Context: an optimization exercise on an open-source flow, tuned for small area. The choices shown serve that exercise and are no tape-out recipe. Function was checked by simulation only, so behaviour that the tests miss may differ from the original.

## run A
Design set_time, start of the top module:
module set_time (clk, rst, button_mid, button_r, button_l, button_up, button_down,  mode,
set_string, count, year_d, month_d, week, day_d, hour_d, min_d, sec_d);
Size: about 1200 cells after synthesis, roughly 10000 sq um of cells after synthesis.
==> flow/config.mk <==
export PLATFORM = sky130hd
export DESIGN_NAME = set_time
export DESIGN_NICKNAME = set_time
export VERILOG_FILES = /design/flow/design.v
export SDC_FILE = /design/flow/constraint.sdc
export NUM_CORES = 4
export LEC_CHECK = 0
export CAP_MARGIN = 20
export CORE_MARGIN = 2
export CORE_UTILIZATION = 40
export CTS_BUF_LIST = sky130_fd_sc_hd__clkbuf_4
export PLACE_DENSITY = 0.6
export SLEW_MARGIN = 20
==> flow/constraint.sdc <==
create_clock -name core_clock -period 40.0 [get_ports {clk}]
set_input_delay 8.0000 -clock core_clock [delete_from_list [all_inputs] [get_ports {clk}]]
set_output_delay 8.0000 -clock core_clock [all_outputs]
set_load 0.01 [all_outputs]
run.sh (not shown) runs the stock make flow with config.mk's settings and CLKGATE_MAP_FILE= SYNTH_SCRIPT=/design/flow/synth_recipe.tcl, a recipe that flattens the netlist after the stock synthesis.
Run A finished every stage and its layout cleared the timing, DRC and antenna checks.
Relative to run A, the following input files were edited for run B:
Settings: removing CTS_BUF_LIST (formerly sky130_fd_sc_hd__clkbuf_4).
Notes after the runs:
- Share of the core filled with cells in the final layout for run B: 1.3 points up relative to run A
- | count of clock-buffer cells in the layout | run B vs run A | 2 higher |
- Any difference in fraction of met1 tracks used by global routing between run A and run B is small enough to ignore.
- Run B: time the final worst path needs with I/O delays and setup is 0.15 ns lower than what run A reported.
- Higher least setup slack across all paths after layout goes to run B over run A.
- Run B: hold slack is 0.0068 ns lower than what run A reported.
Relative to run B, the following input files were edited for run C:
Settings: CTS_BUF_LIST: unset -> sky130_fd_sc_hd__clkbuf_8.
==> flow/flow/run.sh (new file) <==
#!/bin/bash
# Own layout flow: the standard synthesis, then the combinational logic of
# its netlist re-mapped for area (registers untouched, see resynth.tcl), then
# the standard layout from floorplan to finish, with buf_1 port buffers.
# Each tool's output goes to a log file of its own in the work folder.
set -euo pipefail
R=orfs/results/${FLOW_PLATFORM}/set_time/base
YOSYS=${FLOW_HOME}/../tools/install/yosys/bin/yosys
bash standard.sh synth > log_1_standard_synth.txt 2>&1
cp "$R/1_2_yosys.v" std_1_2_yosys.v
RS_LIB=${FLOW_HOME}/platforms/${FLOW_PLATFORM}/lib/sky130_fd_sc_hd__tt_025C_1v80.lib \
RS_TOP=${FLOW_TOP} RS_IN=std_1_2_yosys.v RS_OUT=resynth_1_2_yosys.v RS_ABC=flow/abc_area.script \
  "$YOSYS" -c flow/resynth.tcl > log_2_resynth.txt 2>&1
cp resynth_1_2_yosys.v "$R/1_2_yosys.v"
rm -f "$R/1_synth.odb" "$R/1_synth.sdc"
bash standard.sh BUFFER_PORTS_ARGS="-buffer_cell sky130_fd_sc_hd__buf_1" finish > log_3_standard_layout.txt 2>&1
==> flow/flow/abc_area.script (new file) <==
strash
&get -n; &deepsyn -T 60; &put
dch -f
map -a
topo
==> flow/flow/resynth.tcl (new file) <==
# Re-map the combinational logic of the standard synthesis netlist with a
# stronger ABC script. Flip-flops, tie cells and full/half adder cells are kept
# as they are (black boxes), so every register keeps its name and cell type.
yosys -import
set lib $::env(RS_LIB)
read_liberty -ignore_miss_func $lib
read_verilog $::env(RS_IN)
hierarchy -top $::env(RS_TOP)
blackbox sky130_fd_sc_hd__df* sky130_fd_sc_hd__edf* sky130_fd_sc_hd__sdf* sky130_fd_sc_hd__dl* sky130_fd_sc_hd__conb_1 sky130_fd_sc_hd__fa_* sky130_fd_sc_hd__ha_*
flatten
select $::env(RS_TOP)
opt -purge
abc -script $::env(RS_ABC) -liberty $lib -dont_use *probe* -dont_use *lpflow*
read_liberty -lib -overwrite $lib
setundef -zero
splitnets
opt_clean -purge
hilomap -singleton -hicell sky130_fd_sc_hd__conb_1 HI -locell sky130_fd_sc_hd__conb_1 LO
insbuf -buf sky130_fd_sc_hd__buf_4 A X
check -assert -mapped
tee -o resynth_stat.txt stat -liberty $lib
write_verilog -selected -noattr -nohex -nodec $::env(RS_OUT)
==> flow/standard.sh (new file) <==
#!/bin/bash
# synth_recipe.tcl (not shown) runs the flow's synth.tcl, then flattens the netlist and writes it again
# the make line also repeats each setting of config.mk as NAME=value (left out here)
make -C /OpenROAD-flow-scripts/flow DESIGN_CONFIG=/design/flow/config.mk WORK_HOME=/design/flow/orfs CLKGATE_MAP_FILE= SYNTH_SCRIPT=/design/flow/synth_recipe.tcl "${@:-finish}"
removed: flow/run.sh
==> notes.md <==
Looking only at logic depth of the worst setup path including buffers, and setting everything else aside, the lower value of run C and run B goes to run B.
From run B to run C the numbers moved as follows: worst setup slack saw an increase, footprint of the flip-flops and latches flat.

## port drivers added, routing unchanged
How much do the figures lean on ideal ports? The routed layouts below were timed once more, with nothing changed but the port constraints.
Step 1 assumes that a clkbuf_16 drives the clock port and a buf_2 every other input.
Step 2 moves the port delays by t, midway between the first and last clock arrival at a register: inputs arrive t later, outputs are due t later. That takes back most of the time a late clock gives input paths.
a / b / c = ideal ports / drivers / drivers and shift; a / b = the first two.
| run | t (ns) | setup WS [ns] | worst hold slack (ns) | slew at the worst register clock pin (ns) | worst slew at a driven data input, ns |
|---|---|---|---|---|---|
| run A | 0.579 | 24.800 / 24.757 / 25.336 | 0.487 / 0.487 / 0.487 | 0.12 / 0.12 | 0.03 |
| run B | 0.464 | 24.952 / 24.906 / 25.370 | 0.480 / 0.480 / 0.480 | 0.06 / 0.06 | 0.03 |
| run C | 0.479 | 25.050 / 25.010 / 25.490 | 0.440 / 0.440 / 0.440 | 0.08 / 0.08 | 0.03 |
After both steps every run listed still meets setup and hold.
